What follows belongs to an exercise in optimizing a design on an open flow for small area; a production flow would make more cautious choices. Where RTL was checked, it was by simulation tests only, not by an equivalence proof against the original. Power is estimated from default activity; no workload was simulated.

==> inputs of job 5434 <==
==> flow/design.v (excerpt) <==
module systolic_array(
    input wire[7:0] inp_west0,
    input wire[7:0] inp_west4,
    input wire[7:0] inp_west8,
    input wire[7:0] inp_west12,
    input wire[7:0] inp_north0,
    input wire[7:0] inp_north1,
    input wire[7:0] inp_north2,
    input wire[7:0] inp_north3,
    output wire [15:0] out00,
    output wire [15:0] out01,
    output wire [15:0] out02,
    output wire [15:0] out03,
    output wire [15:0] out04,
    output wire [15:0] out05,
    output wire [15:0] out06,
    output wire [15:0] out07,
    output wire [15:0] out08,
    output wire [15:0] out09,
    output wire [15:0] out10,
    output wire [15:0] out11,
    output wire [15:0] out12,
    output wire [15:0] out13,
    output wire [15:0] out14,
    output wire [15:0] out15,
    input wire clk,
    input wire rst,
    output reg done);
==> flow/config.mk <==
export PLATFORM = sky130hd
export DESIGN_NAME = systolic_array
export DESIGN_NICKNAME = systolic_array
export VERILOG_FILES = /design/flow/design.v
export SDC_FILE = /design/flow/constraint.sdc
export NUM_CORES = 4
export LEC_CHECK = 0
export ABC_AREA = 1
export CAP_MARGIN = 20
export CORE_MARGIN = 2
export CORE_UTILIZATION = 65
export GPL_TIMING_DRIVEN = 0
export SETUP_SLACK_MARGIN = 0.15
export SLEW_MARGIN = 20
==> flow/constraint.sdc <==
create_clock -name core_clock -period 6.0 [get_ports {clk}]
set_input_delay 1.2000 -clock core_clock [delete_from_list [all_inputs] [get_ports {clk}]]
set_output_delay 1.2000 -clock core_clock [all_outputs]
set_load 0.01 [all_outputs]
standard.sh (not shown) runs the stock make flow with config.mk's settings and CLKGATE_MAP_FILE= SYNTH_SCRIPT=/design/flow/synth_recipe.tcl, a recipe that flattens the netlist after the stock synthesis.
==> flow/flow/run.sh <==
#!/bin/bash
# The standard layout (standard.sh) with these changes:
#  - SYNTH_ARGS=-noabc: Yosys's quick ABC pass inside `synth` is skipped, so the explicit
#    full-adder trees in the RTL reach extract_fa unchanged and map to fa/ha cells without
#    inverters between them (the final ABC mapping still runs as usual);
#  - port buffers are buf_1 instead of the 10 um2 delay buffers buffer_ports picks by default
#    (every input and output port still gets its own buffer);
#  - REMOVE_ABC_BUFFERS=1: the floorplan step removes the buffers ABC inserted instead of
#    resizing for timing that early (repair_design and repair_timing run later as usual);
#  - clock tree: no dummy loads, clkbuf_16 only, sink clusters of up to 30 within 80 um.
set -euo pipefail
export SYNTH_ARGS=-noabc
export REMOVE_ABC_BUFFERS=1
export BUFFER_PORTS_ARGS="-inputs -outputs -buffer_cell sky130_fd_sc_hd__buf_1"
export CTS_ARGS="-sink_clustering_enable -repair_clock_nets -dont_use_dummy_load -sink_clustering_size 30 -sink_clustering_max_diameter 80 -buf_list {sky130_fd_sc_hd__clkbuf_16}"
bash standard.sh > standard.log 2>&1
==> job 939: changes against job 5434 <==
--- a/flow/flow/run.sh
+++ b/flow/flow/run.sh
@@ -9,3 +9,3 @@
 #    resizing for timing that early (repair_design and repair_timing run later as usual);
-#  - clock tree: no dummy loads, clkbuf_16 only, sink clusters of up to 30 within 80 um.
+#  - clock tree: no dummy loads, clkbuf_16 only, sink clusters of up to 30 within 120 um.
 set -euo pipefail
@@ -14,3 +14,3 @@
 export BUFFER_PORTS_ARGS="-inputs -outputs -buffer_cell sky130_fd_sc_hd__buf_1"
-export CTS_ARGS="-sink_clustering_enable -repair_clock_nets -dont_use_dummy_load -sink_clustering_size 30 -sink_clustering_max_diameter 80 -buf_list {sky130_fd_sc_hd__clkbuf_16}"
+export CTS_ARGS="-sink_clustering_enable -repair_clock_nets -dont_use_dummy_load -sink_clustering_size 30 -sink_clustering_max_diameter 120 -buf_list {sky130_fd_sc_hd__clkbuf_16}"
 bash standard.sh > standard.log 2>&1
--- a/flow/config.mk
+++ b/flow/config.mk
@@ -12,3 +12,3 @@
 export GPL_TIMING_DRIVEN = 0
-export SETUP_SLACK_MARGIN = 0.15
+export SETUP_SLACK_MARGIN = 0.08
 export SLEW_MARGIN = 20
==> run summary <==
Met3 Wirelength: job 5434 7890 µm; job 939 7880 µm
Transition time at the pin with the least slew margin: job 5434 0.759 ns; job 939 0.779 ns
Shortest period the worst path allows: job 5434 5.72 ns; job 939 5.85 ns
First-pass GRT wire length: job 5434 147000 µm; job 939 146000 µm
Final cycle utilization of the critical path: job 5434 0.953; job 939 0.975
Global routing met3 resource utilization: job 5434 0.0868; job 939 0.0815
Post-layout instance count excluding filler cells: job 5434 4017; job 939 3981
Drt initial violations: job 5434 1700; job 939 1780
Upper clock frequency limit: job 5434 175 MHz; job 939 171 MHz
Part of the power in registers: job 5434 0.411; job 939 0.436
Maximum vdd drop: job 5434 0.259 mV; job 939 0.204 mV
Share of the final layout cell area in multi-input gates: job 5434 0.674; job 939 0.683
Clock-net power: job 5434 1980 µW; job 939 1360 µW
Hold WS: job 5434 0.298 ns; job 939 0.334 ns
LEAKAGE: job 5434 0.0204 µW; job 939 0.0200 µW
Status: job 5434 finished clean; job 939 finished clean
R2r setup slk: job 5434 0.32 ns; job 939 0.28 ns
Endpoint arrival time on the critical path: job 5434 6.11 ns; job 939 6.25 ns
Non-clock buffer area fraction after layout: job 5434 0.0428; job 939 0.0392
Switching component of the power: job 5434 4470 µW; job 939 4320 µW
Worst Setup EP: job 5434 pe30.result[9]; job 939 pe01.result[9]
Worst Setup SP: job 5434 inp_west12[0]; job 939 inp_north1[1]
Fin area: job 5434 39900 µm²; job 939 39100 µm²
Synth-to-layout area growth: job 5434 10.3%; job 939 7.99%
Power in sequential cells: job 5434 4380 µW; job 939 4370 µW

==> 01-02: inputs <==
systolic_array, a different RTL version from the one above (not shown whole).
==> module systolic_array, before the edit <==
module systolic_array(
    input wire[7:0] inp_west0,
    input wire[7:0] inp_west4,
    input wire[7:0] inp_west8,
    input wire[7:0] inp_west12,
    input wire[7:0] inp_north0,
    input wire[7:0] inp_north1,
    input wire[7:0] inp_north2,
    input wire[7:0] inp_north3,
    output wire [15:0] out00,
    output wire [15:0] out01,
    output wire [15:0] out02,
    output wire [15:0] out03,
    output wire [15:0] out04,
    output wire [15:0] out05,
    output wire [15:0] out06,
    output wire [15:0] out07,
    output wire [15:0] out08,
    output wire [15:0] out09,
    output wire [15:0] out10,
    output wire [15:0] out11,
    output wire [15:0] out12,
    output wire [15:0] out13,
    output wire [15:0] out14,
    output wire [15:0] out15,
    input wire clk,
    input wire rst,
    output reg done);
reg [3:0] cycle_counter;
always @(posedge clk or posedge rst) begin
    if (rst) begin
        cycle_counter <= 4'd0;
        done <= 1'b0;
    end else if (cycle_counter != 4'd11) begin
        cycle_counter <= cycle_counter + 4'd1;
    end else begin
        done <= 1'b1;
    end
end
wire [3:0] count_next = (cycle_counter != 4'd11) ? cycle_counter + 4'd1 : cycle_counter;
reg [3:0] en;
always @(posedge clk or posedge rst) begin
    if (rst)
        en <= 4'b0001;
    else begin
        en[0] <= (count_next != 4'd11);
        en[1] <= (count_next != 4'd11) & (count_next >= 4'd1);
        en[2] <= (count_next != 4'd11) & (count_next >= 4'd2);
        en[3] <= (count_next != 4'd11) & (count_next >= 4'd3);
    end
end
reg [7:0] west [0:3][1:3];
reg [7:0] north [1:3][0:3];
wire [7:0] w [0:3][0:3];
wire [7:0] n [0:3][0:3];
assign w[0][0] = inp_west0;
assign w[1][0] = inp_west4;
assign w[2][0] = inp_west8;
assign w[3][0] = inp_west12;
assign n[0][0] = inp_north0;
assign n[0][1] = inp_north1;
assign n[0][2] = inp_north2;
assign n[0][3] = inp_north3;
wire [15:0] res [0:3][0:3];
genvar i, j;
generate
    for (i = 0; i < 4; i = i + 1) begin : row
        for (j = 0; j < 4; j = j + 1) begin : col
            if (j > 0) begin : wp
                always @(posedge clk) west[i][j] <= w[i][j-1];
                assign w[i][j] = west[i][j];
            end
            if (i > 0) begin : np
                always @(posedge clk) north[i][j] <= n[i-1][j];
                assign n[i][j] = north[i][j];
            end
            PE pe (.a(w[i][j]), .b(n[i][j]), .en(en[(i > j) ? i : j]), .clk(clk), .rst(rst), .result(res[i][j]));
        end
    end
endgenerate
assign out00 = res[0][3];
assign out01 = res[0][2];
assign out02 = res[0][1];
assign out03 = res[0][0];
assign out04 = res[1][3];
assign out05 = res[1][2];
assign out06 = res[1][1];
assign out07 = res[1][0];
assign out08 = res[2][3];
assign out09 = res[2][2];
assign out10 = res[2][1];
assign out11 = res[2][0];
assign out12 = res[3][3];
assign out13 = res[3][2];
assign out14 = res[3][1];
assign out15 = res[3][0];
endmodule
==> flow/config.mk <==
export PLATFORM = sky130hd
export DESIGN_NAME = systolic_array
export DESIGN_NICKNAME = systolic_array
export VERILOG_FILES = /design/flow/design.v
export SDC_FILE = /design/flow/constraint.sdc
export NUM_CORES = 4
export LEC_CHECK = 0
export CAP_MARGIN = 20
export CORE_MARGIN = 2
export CORE_UTILIZATION = 40
export SLEW_MARGIN = 20
==> flow/constraint.sdc <==
create_clock -name core_clock -period 6.0 [get_ports {clk}]
set_input_delay 1.2000 -clock core_clock [delete_from_list [all_inputs] [get_ports {clk}]]
set_output_delay 1.2000 -clock core_clock [all_outputs]
set_load 0.01 [all_outputs]
==> flow/flow/run.sh <==
#!/bin/bash
set -euo pipefail
export SYNTH_ARGS=-noabc
export PRE_GLOBAL_PLACE_TCL=$PWD/flow/ports.tcl
export CTS_ARGS="-sink_clustering_enable -repair_clock_nets -dont_use_dummy_load -buf_list {sky130_fd_sc_hd__clkbuf_4 sky130_fd_sc_hd__clkbuf_8}"
bash standard.sh > standard.log 2>&1
==> flow/flow/ports.tcl <==
rename buffer_ports my_buffer_ports_orig
proc buffer_ports {args} {
  my_buffer_ports_orig -inputs -buffer_cell sky130_fd_sc_hd__buf_4
  my_buffer_ports_orig -outputs -buffer_cell sky130_fd_sc_hd__buf_1
}
==> 03-05 (differences from 01-02) <==
--- a/flow/design.v
+++ b/flow/design.v
@@ -265,60 +265,95 @@
     end
 end
 wire [3:0] count_next = (cycle_counter != 4'd11) ? cycle_counter + 4'd1 : cycle_counter;
-reg [3:0] en;
+reg [7:0] win;
 always @(posedge clk or posedge rst) begin
     if (rst)
-        en <= 4'b0001;
+        win <= 8'b00000011;
     else begin
-        en[0] <= (count_next != 4'd11);
-        en[1] <= (count_next != 4'd11) & (count_next >= 4'd1);
-        en[2] <= (count_next != 4'd11) & (count_next >= 4'd2);
-        en[3] <= (count_next != 4'd11) & (count_next >= 4'd3);
+        win[0] <= (count_next >= 4'd0) & (count_next <= 4'd7);   
+        win[1] <= (count_next >= 4'd0) & (count_next <= 4'd10);   
+        win[2] <= (count_next >= 4'd1) & (count_next <= 4'd8);   
+        win[3] <= (count_next >= 4'd1) & (count_next <= 4'd9);   
+        win[4] <= (count_next >= 4'd1) & (count_next <= 4'd10);   
+        win[5] <= (count_next >= 4'd2) & (count_next <= 4'd9);   
+        win[6] <= (count_next >= 4'd2) & (count_next <= 4'd10);   
+        win[7] <= (count_next >= 4'd3) & (count_next <= 4'd10);   
     end
 end
-reg [7:0] west [0:3][1:3];
-reg [7:0] north [1:3][0:3];
-wire [7:0] w [0:3][0:3];
-wire [7:0] n [0:3][0:3];
-assign w[0][0] = inp_west0;
-assign w[1][0] = inp_west4;
-assign w[2][0] = inp_west8;
-assign w[3][0] = inp_west12;
-assign n[0][0] = inp_north0;
-assign n[0][1] = inp_north1;
-assign n[0][2] = inp_north2;
-assign n[0][3] = inp_north3;
-wire [15:0] res [0:3][0:3];
-genvar i, j;
-generate
-    for (i = 0; i < 4; i = i + 1) begin : row
-        for (j = 0; j < 4; j = j + 1) begin : col
-            if (j > 0) begin : wp
-                always @(posedge clk) west[i][j] <= w[i][j-1];
-                assign w[i][j] = west[i][j];
-            end
-            if (i > 0) begin : np
-                always @(posedge clk) north[i][j] <= n[i-1][j];
-                assign n[i][j] = north[i][j];
-            end
-            PE pe (.a(w[i][j]), .b(n[i][j]), .en(en[(i > j) ? i : j]), .clk(clk), .rst(rst), .result(res[i][j]));
-        end
-    end
-endgenerate
-assign out00 = res[0][3];
-assign out01 = res[0][2];
-assign out02 = res[0][1];
-assign out03 = res[0][0];
-assign out04 = res[1][3];
-assign out05 = res[1][2];
-assign out06 = res[1][1];
-assign out07 = res[1][0];
-assign out08 = res[2][3];
-assign out09 = res[2][2];
-assign out10 = res[2][1];
-assign out11 = res[2][0];
-assign out12 = res[3][3];
-assign out13 = res[3][2];
-assign out14 = res[3][1];
-assign out15 = res[3][0];
+wire [7:0] W0 = inp_west0, W1 = inp_west4, W2 = inp_west8, W3 = inp_west12;
+wire [7:0] N0 = inp_north0, N1 = inp_north1, N2 = inp_north2, N3 = inp_north3;
+reg [7:0] wd0_1;
+reg [7:0] wd0_2;
+reg [7:0] wd0_3;
+reg [7:0] wd1_1;
+reg [7:0] wd1_2;
+reg [7:0] wd2_1;
+reg [7:0] nd0_1;
+reg [7:0] nd0_2;
+reg [7:0] nd0_3;
+reg [7:0] nd1_1;
+reg [7:0] nd1_2;
+reg [7:0] nd2_1;
+always @(posedge clk) begin
+    wd0_1 <= W0;
+    wd0_2 <= wd0_1;
+    wd0_3 <= wd0_2;
+    wd1_1 <= W1;
+    wd1_2 <= wd1_1;
+    wd2_1 <= W2;
+    nd0_1 <= N0;
+    nd0_2 <= nd0_1;
+    nd0_3 <= nd0_2;
+    nd1_1 <= N1;
+    nd1_2 <= nd1_1;
+    nd2_1 <= N2;
+end
+wire [15:0] c00;
+PE pe00 (.a(W0), .b(N0), .en(win[1]), .clk(clk), .rst(rst), .result(c00));   
+wire [15:0] c01;
+PE pe01 (.a(wd0_1), .b(N1), .en(win[4]), .clk(clk), .rst(rst), .result(c01));   
+wire [15:0] c02;
+PE pe02 (.a(wd0_2), .b(N2), .en(win[6]), .clk(clk), .rst(rst), .result(c02));   
+wire [15:0] c03;
+PE pe03 (.a(wd0_3), .b(N3), .en(win[7]), .clk(clk), .rst(rst), .result(c03));   
+wire [15:0] c10;
+PE pe10 (.a(W1), .b(nd0_1), .en(win[4]), .clk(clk), .rst(rst), .result(c10));   
+wire [15:0] c11;
+PE pe11 (.a(wd1_1), .b(nd1_1), .en(win[4]), .clk(clk), .rst(rst), .result(c11));   
+wire [15:0] c12;
+PE pe12 (.a(wd1_2), .b(nd2_1), .en(win[6]), .clk(clk), .rst(rst), .result(c12));   
+wire [15:0] c13;
+PE pe13 (.a(wd1_2), .b(N3), .en(win[5]), .clk(clk), .rst(rst), .result(c13));   
+wire [15:0] c20;
+PE pe20 (.a(W2), .b(nd0_2), .en(win[6]), .clk(clk), .rst(rst), .result(c20));   
+wire [15:0] c21;
+PE pe21 (.a(wd2_1), .b(nd1_2), .en(win[6]), .clk(clk), .rst(rst), .result(c21));   
+wire [15:0] c22;
+PE pe22 (.a(wd2_1), .b(nd2_1), .en(win[3]), .clk(clk), .rst(rst), .result(c22));   
+wire [15:0] c23;
+PE pe23 (.a(wd2_1), .b(N3), .en(win[2]), .clk(clk), .rst(rst), .result(c23));   
+wire [15:0] c30;
+PE pe30 (.a(W3), .b(nd0_3), .en(win[7]), .clk(clk), .rst(rst), .result(c30));   
+wire [15:0] c31;
+PE pe31 (.a(W3), .b(nd1_2), .en(win[5]), .clk(clk), .rst(rst), .result(c31));   
+wire [15:0] c32;
+PE pe32 (.a(W3), .b(nd2_1), .en(win[2]), .clk(clk), .rst(rst), .result(c32));   
+wire [15:0] c33;
+PE pe33 (.a(W3), .b(N3), .en(win[0]), .clk(clk), .rst(rst), .result(c33));   
+assign out03 = c00;
+assign out02 = c01;
+assign out01 = c02;
+assign out00 = c03;
+assign out07 = c10;
+assign out06 = c11;
+assign out05 = c12;
+assign out04 = c13;
+assign out11 = c20;
+assign out10 = c21;
+assign out09 = c22;
+assign out08 = c23;
+assign out15 = c30;
+assign out14 = c31;
+assign out13 = c32;
+assign out12 = c33;
 endmodule
==> flow/flow/run.sh (replaced) <==
#!/bin/bash
# The standard layout (standard.sh) with these changes:
#  - SYNTH_ARGS=-noabc: Yosys's quick ABC pass inside `synth` is skipped, so the explicit
#    full-adder trees in the RTL reach extract_fa unchanged and map to fa/ha cells without
#    inverters between them (the final ABC mapping still runs as usual);
#  - port buffers are buf_1 instead of the 10 um2 delay buffers buffer_ports picks by default
#    (every input and output port still gets its own buffer);
#  - clock tree: no dummy loads, clkbuf_8/16 only, larger sink clusters.
set -euo pipefail
export SYNTH_ARGS=-noabc
export BUFFER_PORTS_ARGS="-inputs -outputs -buffer_cell sky130_fd_sc_hd__buf_1"
export CTS_ARGS="-sink_clustering_enable -repair_clock_nets -dont_use_dummy_load -sink_clustering_size 20 -sink_clustering_max_diameter 60 -buf_list {sky130_fd_sc_hd__clkbuf_8 sky130_fd_sc_hd__clkbuf_16}"
bash standard.sh > standard.log 2>&1
- CORE_UTILIZATION: 40 -> 65
- GPL_TIMING_DRIVEN: unset -> 0
removed: flow/flow/ports.tcl
==> 02-13 (differences from 01-02) <==
==> flow/flow/run.sh (replaced) <==
#!/bin/bash
set -euo pipefail
export SYNTH_ARGS=-noabc
export BUFFER_PORTS_ARGS="-inputs -outputs -buffer_cell sky130_fd_sc_hd__buf_1"
export CTS_ARGS="-sink_clustering_enable -repair_clock_nets -dont_use_dummy_load -buf_list {sky130_fd_sc_hd__clkbuf_4 sky130_fd_sc_hd__clkbuf_8}"
bash standard.sh > standard.log 2>&1
removed: flow/flow/ports.tcl
==> 09-10 (differences from 01-02) <==
==> flow/flow/run.sh (replaced) <==
#!/bin/bash
# The standard layout (standard.sh) with two changes:
#  - SYNTH_ARGS=-noabc: Yosys's quick ABC pass inside `synth` is skipped, so the explicit
#    full-adder trees in the RTL reach extract_fa unchanged and map to fa/ha cells without
#    inverters between them (the final ABC mapping still runs as usual);
#  - port buffers are buf_1 instead of the 10 um2 delay buffers buffer_ports picks by default
#    (every input and output port still gets its own buffer).
set -euo pipefail
export SYNTH_ARGS=-noabc
export BUFFER_PORTS_ARGS="-inputs -outputs -buffer_cell sky130_fd_sc_hd__buf_1"
bash standard.sh > standard.log 2>&1
removed: flow/flow/ports.tcl
==> comparison table <==
item                                                                 09-10         03-05         01-02         02-13
Status                                    no timing/DRC/antenna violations  no timing/DRC/antenna violations  no timing/DRC/antenna violations  no timing/DRC/antenna violations
Area of the multi-input gates                                 0.0286 sq mm  0.0287 sq mm  0.0286 sq mm  0.0286 sq mm
Total track usage                                                    0.208         0.371         0.209         0.209
Post-Synth XOR/XNOR Area                                           0.00789       0.00863       0.00789       0.00789
Final Util                                                           0.468         0.721         0.459         0.459
Clock-pin slew on the worst setup and hold paths                     60 ps         80 ps         60 ps         50 ps
Share of synthesized area spent on multiplexers                          0      0.000684             0             0
Post-layout minimum cycle time                                     5750 ps       5900 ps       5820 ps       5780 ps
Plain + repair buffers                                                 509           538           485           513
Vias in the first global route                                       28527         29185         28843         28654
Adder-cell share of the synthesized area                             0.542         0.565         0.542         0.542
Worst Setup Path Type                                              reg2reg        in2reg       reg2reg       reg2reg
Depth of the CTS H-tree                                                  2             2             3             3
Worst hold path startpoint                                      west[3][5]      wd1_1[3]    west[3][5]    west[3][5]
Worst setup slack for register-to-register paths                    250 ps        140 ps        180 ps        220 ps
Power share of the clock group                                       0.301         0.207         0.227         0.223
Count of different cell masters after synthesis                         35            25            35            35
Clock network share of area                                         0.0476        0.0254        0.0297        0.0283
Vias per cell                                                         5.36          6.46          5.38          5.39
Slew @ Worst Pin                                                    939 ps        668 ps        868 ps        930 ps
Area Overhead vs Synth                                               15.5%         10.2%         13.4%         13.3%
Detailed-route wire length per cell                           22.4 microns  26.9 microns  22.4 microns  22.4 microns
Die Height                                                     320 microns   247 microns   320 microns   320 microns
Pwr Density                                                    291 mW/mm^2   261 mW/mm^2   269 mW/mm^2   267 mW/mm^2
Maximum number of pins on one net before global-route repair           130            34           130           130
Final antenna diode count                                                0             2             1             1
Only the layout flow was run in 01-02, 02-13 and 09-10; the RTL was not checked for function there.

==> separate check: timing with driven ports <==
The flow's constraints put no driver on any port. The routed layouts listed below were extracted and timed again, unchanged, in two steps. Step 1, drivers: a clkbuf_16 drives clk and a buf_2 each remaining input, both assumed. Step 2, shift: input delay + t, output delay - t, t = (earliest + latest rising clock arrival at the registers) / 2. This alone moves slack from input paths to output paths. a / b / c = no drivers / after step 1 / after step 2; a / b = the first two.
run	shift t [ns]	slack for setup (ns)	worst setup path after step 2	slew at the worst register clock pin (ns)
job 5434	0.611	0.281 / 0.318 / -0.289	input to register	0.11 / 0.11
job 939	0.605	0.153 / 0.176 / -0.429	input to register	0.12 / 0.12
01-02	0.758	0.180 / 0.180 / -0.300	input to register	0.06 / 0.06
03-05	0.641	0.100 / 0.124 / -0.517	input to register	0.08 / 0.08
02-13	0.764	0.216 / 0.216 / -0.332	input to register	0.06 / 0.06
09-10	0.714	0.254 / 0.254 / -0.342	input to register	0.06 / 0.06
With both steps, setup timing fails in every run listed, where it was met with ideal ports. The setup slack of 03-05, which loses most, moves by +0.024 ns with the drivers and by -0.617 ns with both steps.
